This is an optimization exercise on Yosys and OpenROAD, whose aim is small area, not a production implementation.
In this exercise RTL edits were held to simulation tests only and were not proved equivalent to the original.
Power is estimated from default activity; no workload was simulated. The flow treats the clock pin as an ideal source, which a real chip does not have.

==> flow/design.v <==
module pcma_detector #(
    parameter DATA_WIDTH_IQ   = 10,
    parameter DATA_WIDTH_CORD = 16,
    parameter PERIOD_WIDTH    = 16,
    parameter BOUND_WIDTH     = 10,
    parameter BOUND_NUM       = 32,
    parameter BOUND_NUM_WIDTH = 5
)(
    input                     clk,
    input                     reset_n,
    input [2:0]               mode_i,
    input [DATA_WIDTH_IQ-1:0] I_data_i,
    input [DATA_WIDTH_IQ-1:0] Q_data_i,
    input                     data_val_i,
    input [PERIOD_WIDTH-1:0]  period_seek_i,
    input [PERIOD_WIDTH-1:0]  period_lock_i,
    output                    lock_o
);
function [15:0] dec16;             
    input [15:0] x;
    integer i; reg b;
    begin b = 1'b1;
        for (i = 0; i < 16; i = i + 1) begin dec16[i] = x[i] ^ b; b = b & ~x[i]; end
    end
endfunction
function [3:0] inc4;               
    input [3:0] x;
    integer i; reg c;
    begin c = 1'b1;
        for (i = 0; i < 4; i = i + 1) begin inc4[i] = x[i] ^ c; c = c & x[i]; end
    end
endfunction
function [9:0] cneg10;             
    input [9:0] x; input s;
    integer i; reg seen;
    begin seen = 1'b0;
        for (i = 0; i < 10; i = i + 1) begin cneg10[i] = x[i] ^ (s & seen); seen = seen | x[i]; end
    end
endfunction
function ltc10;                    
    input [9:0] a; input [9:0] b; input tie;
    integer i;
    begin ltc10 = tie;
        for (i = 0; i < 10; i = i + 1) ltc10 = (~a[i] & b[i]) | (~(a[i] ^ b[i]) & ltc10);
    end
endfunction
function lt4;                      
    input [3:0] a; input [3:0] b;
    integer i;
    begin lt4 = 1'b0;
        for (i = 0; i < 4; i = i + 1) lt4 = (~a[i] & b[i]) | (~(a[i] ^ b[i]) & lt4);
    end
endfunction
function lt5;                      
    input [4:0] a; input [4:0] b;
    integer i;
    begin lt5 = 1'b0;
        for (i = 0; i < 5; i = i + 1) lt5 = (~a[i] & b[i]) | (~(a[i] ^ b[i]) & lt5);
    end
endfunction
function lt18;                     
    input [17:0] a; input [17:0] b;
    integer i;
    begin lt18 = 1'b0;
        for (i = 0; i < 18; i = i + 1) lt18 = (~a[i] & b[i]) | (~(a[i] ^ b[i]) & lt18);
    end
endfunction
function [10:0] sub10;             
    input [9:0] a; input [9:0] b;
    integer i; reg c;
    begin c = 1'b1;
        for (i = 0; i < 10; i = i + 1) begin
            sub10[i] = a[i] ^ ~b[i] ^ c;
            c = (a[i] & ~b[i]) | (a[i] & c) | (~b[i] & c);
        end
        sub10[10] = ~c;
    end
endfunction
function [10:0] add3;              
    input [10:0] a; input [10:0] b; input [10:0] c;
    integer i; reg [10:0] ps, pc; reg cr;
    begin
        ps = a ^ b ^ c;
        pc = ((a & b) | (a & c) | (b & c)) << 1;
        cr = 1'b0;
        for (i = 0; i < 11; i = i + 1) begin
            add3[i] = ps[i] ^ pc[i] ^ cr;
            cr = (ps[i] & pc[i]) | (ps[i] & cr) | (pc[i] & cr);
        end
    end
endfunction
localparam S_IDLE = 2'd0, S_ACC = 2'd1, S_POST = 2'd2;
reg  [1:0]  st;
reg  [15:0] cntr;      
reg  [3:0]  stm;       
reg         lock_r;
reg         res;
wire        idle_d = (stm == 4'd15);
wire        vld    = (stm == 4'd14);           
wire [15:0] per    = lock_r ? period_lock_i : period_seek_i;
wire        cz     = (cntr == 16'd0);
wire        at_c   = (st == S_ACC) && cz;      
wire        acc    = data_val_i && idle_d && (st != S_POST);   
wire        t37    = (st == S_POST) && (cntr[5:0] == 6'd28);
wire        t40    = (st == S_POST) && (cntr[5:0] == 6'd25);
wire        t41    = (st == S_POST) && (cntr[5:0] == 6'd24);
always @(posedge clk) begin
    if (!reset_n) begin
        st     <= S_IDLE;
        stm    <= 4'd15;
        lock_r <= 1'b0;
    end else begin
        case (st)
            S_IDLE: if (data_val_i) st <= S_ACC;
            S_ACC:  if (cz)         st <= S_POST;
            default: if (t41)       st <= S_IDLE;
        endcase
        if (acc)          stm <= 4'd0;
        else if (!idle_d) stm <= inc4(stm);
        if (t40) lock_r <= res;
    end
end
always @(posedge clk) begin
    if (st == S_IDLE)                      cntr <= per;
    else if ((st == S_POST) || (vld && !cz)) cntr <= dec16(cntr);
end
reg  [9:0] U, V;       
reg  [8:0] H;          
reg        have;       
reg  [5:0] W;          
genvar g;
wire       sIi = I_data_i[9], sQi = Q_data_i[9];
wire       swi = ltc10(I_data_i ^ {10{sIi}}, Q_data_i ^ {10{sQi}}, !sIi && sQi);
reg        swr, qpr;
wire       qp = (mode_i == 3'b001);
wire       selq = stm[0];
wire [9:0] w  = selq ? V : U;
wire       sgw = w[9];
wire       qpx = selq ? qpr : qp;
wire [9:0] cw = (qpx ? 10'd180 : ((swr ^ selq) ? 10'd98 : 10'd256));
wire [10:0] dw = sub10(cneg10(w, sgw), cw);
wire [9:0] uw = cneg10(dw[9:0], dw[10]);
wire [7:0] mask;
generate
    for (g = 0; g < 8; g = g + 1) begin : g_mask
        assign mask[g] = lt4(stm, 4'd10 - g);
    end
endgenerate
wire [7:0] up   = U[8:1] & mask;
wire [7:0] vp   = V[8:1] & mask;
wire [10:0] sq  = add3({2'b00, H}, U[0] ? {1'b0, up, 2'b01} : 11'd0,
                                   V[0] ? {1'b0, vp, 2'b01} : 11'd0);
wire [17:0] xs = {V[8], U[8], V[7], U[7], V[6], U[6], V[5], U[5], V[4], U[4],
                  V[3], U[3], V[2], U[2], V[1], U[1], V[0], U[0]};
reg  [5:0] binw;
integer t;
always @(*) begin
    binw = 6'd32;
    for (t = 31; t >= 0; t = t - 1)
        if (lt18(xs, 100 * (t + 1) * (t + 1))) binw = t;
    if (H != 9'd0) binw = 6'd32;    
    binw[5] = !binw[5];    
end
always @(posedge clk) begin
    if (!reset_n) begin
        have <= 1'b0;
    end else if (acc) begin
        have <= 1'b1;
    end
end
always @(posedge clk) begin
    if (acc) swr <= swi;
    if (stm == 4'd0) qpr <= qp;
    if (acc) begin
        U <= I_data_i;
        V <= Q_data_i;
        W <= have ? binw : 6'b100000;
    end else if (stm == 4'd0) begin
        U[8:0] <= uw[8:0];
    end else if (stm == 4'd1) begin
        V[8:0] <= uw[8:0];
        H      <= 9'd0;
    end else if (stm <= 4'd10) begin
        U[8:0] <= {sq[0], U[8:1]};
        V[8:0] <= {sq[1], V[8:1]};
        H      <= sq[10:2];
    end
end
reg  [3:0]  ph;        
reg         pend;      
reg         dpend;     
reg         inp;       
reg         isdec;     
reg         fresh;     
reg  [5:0]  IDX;       
reg  [5:0]  LIDX;      
reg  [4:0]  m;         
reg         cy, cT;    
reg  [1:0]  Tx;        
reg         sat;       
reg  [14:0] hr [0:31];
reg  [14:0] tr;
wire        ph0  = (ph == 4'd0);
wire        ph15 = (ph == 4'd14);    
wire [31:0] tap;
generate
    for (g = 0; g < 32; g = g + 1) begin : g_tap
        assign tap[g] = hr[g][0];
    end
endgenerate
wire        cin  = cy;
wire [31:0] dIDX;
generate
    for (g = 0; g < 32; g = g + 1) begin : g_dec
        assign dIDX[g] = (IDX[4:0] == g);
    end
endgenerate
wire        clr  = fresh && inp;    
wire [31:0] pre  = tap & {32{!clr}};
wire [31:0] inj  = dIDX & {32{cin}};
wire [31:0] post = pre ^ inj;
wire        preb  = pre[IDX[4:0]];
wire        postb = preb ^ cin;
wire        pL    = post[LIDX[4:0]];
wire [33:0] pad   = {1'b0, post, 1'b0};
wire [17:0] wn4   = m[4] ? pad[33:16] : pad[17:0];
wire [9:0]  wn3   = m[3] ? wn4[17:8]  : wn4[9:0];
wire [5:0]  wn2   = m[2] ? wn3[9:4]   : wn3[5:0];
wire [3:0]  wn1   = m[1] ? wn2[5:2]   : wn2[3:0];
wire [2:0]  wn0   = m[0] ? wn1[3:1]   : wn1[2:0];
wire        pl    = wn0[0];
wire        pm    = wn0[1];
wire        pr    = wn0[2];
wire        tpre  = tr[0] & !clr;
wire        tcin  = cT;
wire        tpost = tpre ^ tcin;
integer k;
always @(posedge clk) begin
    for (k = 0; k < 32; k = k + 1)
        hr[k] <= {post[k], hr[k][14:1]};
    tr <= {tpost, tr[14:1]};
    cy <= ph15 ? (pend && LIDX[5]) : (cin & preb);
    cT <= ph15 ? (pend && LIDX[5]) : (tcin & tpre);
end
function gtstep;
    input x; input y; input prev;
    gtstep = (x & ~y) | (~(x ^ y) & prev);
endfunction
reg  gb, gLm, gLb, cL;
wire cLin = cL;
wire lp1  = pL ^ cLin;                          
wire gbn  = gtstep(postb, pm, ph0 ? lt5(IDX[4:0], m) : gb);
wire gLmn = gtstep(lp1, pm,    ph0 ? lt5(LIDX[4:0], m)        : gLm);
wire gLbn = gtstep(lp1, postb, ph0 ? lt5(LIDX[4:0], IDX[4:0]) : gLb);
always @(posedge clk) begin
    gb  <= gbn;
    gLm <= gLmn;
    gLb <= gLbn;
    cL  <= ph15 | (cLin & pL);
end
wire sw    = inp && gbn;
wire [4:0] mown = sw ? IDX[4:0] : m;
wire lsw   = LIDX[4] && (sw ? gLbn : gLmn);
wire late  = pend && LIDX[5];
always @(posedge clk) begin
    if (!reset_n) begin
        ph    <= 4'd0;
        pend  <= 1'b0;
        dpend <= 1'b0;
        inp   <= 1'b0;
        isdec <= 1'b0;
        fresh <= 1'b1;
        LIDX  <= 6'b100000;
    end else begin
        ph    <= ph15 ? 4'd0 : inc4(ph);
        pend  <= acc || (pend && !ph15);
        dpend <= (st == S_IDLE && data_val_i && per == 16'd0) || (at_c && idle_d)
                 || (dpend && !ph15);
        if (st == S_IDLE)    fresh <= 1'b1;
        else if (ph15 && inp) fresh <= 1'b0;
        if (ph15) begin
            inp   <= pend || dpend;
            isdec <= dpend || (isdec && inp);
            if (pend) begin
                IDX  <= LIDX;
                LIDX <= W;
            end
        end
    end
end
always @(posedge clk) begin
    if (st == S_IDLE)
        m <= 5'd0;
    else if (ph15) begin
        if (dpend) begin
            if (fresh && !inp)    
                m <= (late && (LIDX[4] || LIDX[3:0] == 4'd15)) ? LIDX[4:0] : 5'd0;
            else
                m <= (late && lsw) ? LIDX[4:0] : mown;
        end else
            m <= mown;
    end
end
wire bco = cin & preb;
wire tco = tcin & tpre;
always @(posedge clk) begin
    if (ph15 && inp) begin
        sat <= (sat && !clr) || bco;
        Tx  <= (clr ? 2'd0 : Tx) + {1'b0, tco};
    end
end
reg  [1:0] cs;
reg        cq, c8, sd1, sd2, gq, g8;
wire       dact = inp && isdec;
wire       mi = dact & pm;
wire       li = dact & pl;
wire       ri = dact & pr;
wire       ti = dact ? tpost : (isdec && (ph0 ? Tx[0] : (ph == 4'd1) && Tx[1]));
wire       sa = mi ^ li ^ ri;                           
wire       sm = (mi & li) | (mi & ri) | (li & ri);      
wire       sb = sa ^ cs[0];
wire       sk = sa & cs[0];                             
wire [2:0] s3 = {(sm & cs[1]) | (sm & sk) | (cs[1] & sk), sm ^ cs[1] ^ sk, sb};
wire [1:0] xq = {(mi & sd2) | (mi & cq) | (sd2 & cq), mi ^ sd2 ^ cq};
wire [1:0] x8 = {(sb & sd1) | (sb & c8) | (sd1 & c8), sb ^ sd1 ^ c8};
always @(posedge clk) begin
    if (ph15 && dpend) begin
        cs <= 2'd0; cq <= 1'b0; c8 <= 1'b0; sd1 <= 1'b0; sd2 <= 1'b0;
        gq <= 1'b1; g8 <= 1'b1;
    end else begin
        cs  <= s3[2:1];
        cq  <= xq[1];
        c8  <= x8[1];
        sd1 <= sb;
        sd2 <= sd1;
        if (xq[0] != ti) gq <= xq[0];
        if (x8[0] != ti) g8 <= x8[0];
    end
    if (t37) res <= sat || (qp ? gq : g8);
end
assign lock_o = lock_r;
endmodule
==> flow/flow/run.sh <==
#!/bin/bash
set -euo pipefail
export BUFFER_PORTS_ARGS="-buffer_cell sky130_fd_sc_hd__buf_1"
export CTS_ARGS="-sink_clustering_enable -repair_clock_nets -dont_use_dummy_load -sink_clustering_size 34 -sink_clustering_max_diameter 120 -buf_list sky130_fd_sc_hd__clkbuf_16"
bash standard.sh > standard.log 2>&1
==> flow/standard.sh <==
#!/bin/bash
# synth_recipe.tcl (not shown) runs the flow's synth.tcl, then flattens the netlist and writes it again
# the make line also repeats each setting of config.mk as NAME=value (left out here)
make -C /OpenROAD-flow-scripts/flow DESIGN_CONFIG=/design/flow/config.mk WORK_HOME=/design/flow/orfs CLKGATE_MAP_FILE= SYNTH_SCRIPT=/design/flow/synth_recipe.tcl "${@:-finish}"
==> flow/config.mk <==
export PLATFORM = sky130hd
export DESIGN_NAME = pcma_detector
export DESIGN_NICKNAME = pcma_detector
export VERILOG_FILES = /design/flow/design.v
export SDC_FILE = /design/flow/constraint.sdc
export NUM_CORES = 4
export LEC_CHECK = 0
export ABC_AREA = 1
export CAP_MARGIN = 20
export CORE_MARGIN = 2
export CORE_UTILIZATION = 60
export CTS_BUF_LIST = sky130_fd_sc_hd__clkbuf_8
export CTS_CLUSTER_DIAMETER = 60
export CTS_CLUSTER_SIZE = 20
export PLACE_DENSITY = 0.75
export SLEW_MARGIN = 20
==> flow/constraint.sdc <==
create_clock -name core_clock -period 10.0 [get_ports {clk}]
set_input_delay 2.0000 -clock core_clock [delete_from_list [all_inputs] [get_ports {clk}]]
set_output_delay 2.0000 -clock core_clock [all_outputs]
set_load 0.01 [all_outputs]
==> summary.md <==
| Metric | Value |
|---|---|
| Status | no timing/DRC/antenna violations |
| Maximum buffer depth of the clock tree | 3 |
| Routability cong. | 0.909 |
| Crit path kind | input port to register |
| Initial antenna violation count | 2 |
| Final Setup Violations | 0 |
| Most frequent cells in the layout | dfxtp_1 (537), nand2_1 (321), inv_1 (185), nor2_1 (112), o21ai_0 (95) |
| # resized after CTS | 0 |
| Ys async rst share | 0 |
| Routed vias | 11.9k |
| Worst Min Path Start | hr[8][7]$_DFF_P_ |
| CTS Buf Count | 21 |
| Setup TNS Final | 0 ns |
| Most common cell after layout, fill and taps aside | dfxtp_1 |
| DRC viols | 0 |
| Int Pwr | 0.00349 W |
| CTS Hold Bufs | 0 |
| PD cells | 253 mW/mm^2 |
| CTS tree | yes |
| Sw Pwr | 0.00169 W |
| WL final | 38.2 mm |
| FF-to-FF path depth | 16 |
| Period utilisation layout | 0.574 |
| Fin area | 0.0205 sq mm |
| Post-synth EDFFs | 62 |
| Site row count | 65 |
| Max-cap violations | 0 |
| CTS root buf | clkbuf_16 |
| Placement Cell Area | 0.0200 sq mm |
| Synth unique cells | 57 |
| Final WS setup | 4.26 ns |
| Layout cells sized above 1 | 0.0356 |
| Mean Syn Cell Area | 10.7 sq um |
| CTS clk-pin slew, worst paths | 0.12 ns |
| DRT Pass-1 Iters | 6 |
| Via-per-instance ratio | 5.28 |
| DP Wirelength | 28.2 mm |
| Maximum level of the CTS H-tree | 1 |
| Largest net degree at the start of global routing | 35 |
| Starting DRT DRC Count | 887 |
| DIE WIDTH | 184 microns |
| Fin Clk Skew | 0.0301 ns |
| F_max | 174 MHz |
| Starting density of the core | 0.612 |
| Hold WC Path Type | register to register |
| Hold Path Cell Cnt | 0 |
| Seq cells post-synth | 599 |
| Clk pwr share | 0.198 |
| TritonCTS sink count | 599 |
| Total congestion overflow | 0 |
| Total GRT Usage | 0.231 |
| Critical path origin | mode_i[1] |
| Postcts setup bufs | 0 |
| Fin crit period | 5.74 ns |
| Arrival time at the worst endpoint | 6.05 ns |
| Yosys warnings | 2 |
| Switching portion of total power | 0.327 |
| Final hold vios | 0 |
| LEAKAGE | 8.54 nW |
| R2r startpoint | stm[0]$_SDFFE_PN1P_ |
| Vias in the first global route | 11.6k |
| Post-Syn Nets | 1,950 |
| Syn Inst Count | 1,806 |
| # port buffers | 58 |
| Critical path endpoint category | register |
| P&R area growth vs syn | 5.85% |
| Global-route wire length before repair | 61.1 mm |
| Worst vdd ir | 0.166 mV |
| Place WS | 3.67 ns |
| CP required | 10.31 ns |
| Sequential share of the synthesized area | 0.652 |
| Die area | 0.0337 sq mm |
| Fin. max-slew vios | 0 |
| Sequential Power Share | 0.525 |
| Primary FF master, synth | dfxtp_1 |
| Antenna Violating Nets Remaining | 0 |
| Non-filler cells, final | 2,258 |
| Nets | 2,001 |
| Max FO, Critical Path | 5 |
| Routed len/inst | 16.9 microns |
| Slew at the pin closest to its max-slew limit | 0.971 ns |
| Netlist Area Pre-Place | 0.0193 sq mm |
| Startpoint Class | input port |
| Gate power share | 0.277 |
| Core area | 0.0316 sq mm |
| Io pins | 59 |
| Die Y | 184 microns |
| Rel. slew slack | 0.353 |
| Post-Place Cells | 2,236 |
| Skew-Pair Late Insertion Delay | 0.55 ns |
| Fill count | 2,529 |
| RSZ-0062 raised after global routing | no |
==> final timing paths <==
kind / endpoint / slack, ns
worst max-delay path: V[7]$_DFFE_PP_ / 4.26
worst min-delay path: hr[8][6]$_DFF_P_ / 0.31
worst max register to register: H[8]$_SDFFCE_PP0P_ / 4.66
worst min register to register: hr[8][6]$_DFF_P_ / 0.31
==> final cells by class <==
class	count	area, sq um	area share
Antenna cell	1	2.50	0.000122
Clock buffer	21	526	0.0257
Inverter	211	806	0.0393
Multi-Input combinational cell	963	5790	0.283
Sequential cell	599	12600	0.616
Tap cell	402	503	0.0246
Timing Repair Buffer	61	240	0.0117
==> power groups by stage <==
| stage | logic, W | registers, W | clock network [W] |
|---|---|---|---|
| 2_1_floorplan | 0.00114 | 0.00270 | 0 |
| 3_3_place_gp | 0.00141 | 0.00277 | 0 |
| 4_1_cts | 0.00143 | 0.00272 | 0.00105 |
| 5_1_grt | 0.00164 | 0.00274 | 0.00113 |
| 6_report | 0.00143 | 0.00272 | 0.00102 |
| 3_5_place_dp | 0.00142 | 0.00277 | 0 |
==> metal layers <==
metal	up-vias	GRT usage	part of all wire
li1	5923	-	-
met1	5544	0.327	0.46
met2	385	0.375	0.45
met3	74	0.0261	0.060
met4	0	0.0714	0.031
met5	-	0	0
==> worst max-delay path, cell delays in order <==
cell and delay (ns):
buf_1 0.07, nor3_1 0.22, inv_1 0.10, o21ai_0 0.40
inv_1 0.20, fa_1 0.46, inv_1 0.07, ha_1 0.14
inv_1 0.05, fa_1 0.35, inv_1 0.07, fa_1 0.15
inv_1 0.05, fa_1 0.35, inv_1 0.07, fa_1 0.15
inv_1 0.05, fa_1 0.35, a31o_2 0.28, inv_2 0.09
nand2_1 0.06, xor2_1 0.15, nand2_1 0.06, o211ai_1 0.11
==> cell families (layout without fill, tap and decap cells) <==
group / Yosys count / in the layout / synth area share
other: 0 / 1 / 0
AND/OR/NAND/NOR: 535 / 535 / 0.115
XOR/XNOR: 71 / 71 / 0.0321
multiplexers: 4 / 4 / 0.00207
adder cells (fa/ha/maj): 87 / 87 / 0.0658
buffers and inverters: 244 / 293 / 0.0489
AO/OA/AOI/OAI: 266 / 266 / 0.0843
flip-flops: 599 / 599 / 0.652
==> metrics by stage <==
step,util,total power (W),hold slack [ns]
2_1_floorplan,-,0.00384,0.310
3_3_place_gp,0.631,0.00418,0.310
3_5_place_dp,0.631,0.00420,0.312
4_1_cts,0.647,0.00520,0.311
5_1_grt,0.647,0.00551,0.316
6_report,0.647,0.00518,0.312
==> registers in the layout, indices dropped and copies added (netlist names), 2 cells and up <==
register and flops:
ph 4, hr 480, cs 2, st 2, tr 15, m 5
U 10, W 6, H 9, Tx 2, stm 4, IDX 5
V 10, cntr 16, LIDX 6
==> synthesized netlist by cell type, types with 3 or more instances <==
cell,instances,area (sq um)
a21o_1,5,37.5
nor2_2,5,31.3
mux2i_1,4,40.0
nor4_1,10,62.6
o2111ai_1,3,26.3
a31o_2,5,43.8
ha_1,61,763
a31oi_1,8,50.1
clkbuf_1,26,97.6
edfxtp_1,62,1860
nor2_4,4,45.0
a221oi_1,6,52.6
inv_2,16,60.1
o22ai_1,18,113
o221ai_1,7,61.3
a21oi_1,54,270
o21ai_0,95,475
o211ai_1,26,195
o31ai_1,4,30.0
buf_2,5,25.0
dfxtp_1,537,10800
nand4_1,11,68.8
xor2_1,39,342
fa_1,25,500
inv_1,185,694
o21ai_1,6,30.0
nand2_1,321,1200
nor3_1,25,125
nor2_1,113,424
o21bai_1,4,30.0
a22oi_1,4,30.0
a21boi_0,4,30.0
clkinv_1,9,33.8
xnor2_1,32,280
nand3_1,36,180

==> separate check: timing with driven ports <==
No port has a modelled driver above. Below, the same layout with a new extraction and two added sets of constraints.
Step 1 sets driving cells, clkbuf_16 on the clock port and buf_2 on the other inputs (assumed; they add their load-dependent delay and slew).
Step 2 times the ports against the registers' clock, not the clock port: input delays grow and output delays shrink by t, the midpoint of the rising clock arrivals with the driver on.
Slacks: no drivers / after step 1 / after step 2; pairs: no drivers / after step 1.
shift t [ns]: 0.595
setup WS [ns]: 4.263 / 4.296 / 3.702
worst setup path after step 2: input to register
pins driven straight from the clock port: 1
After both steps setup and hold are still met in this run. For this run, drivers alone change the setup slack by +0.033 ns; drivers and shift together by -0.561 ns.
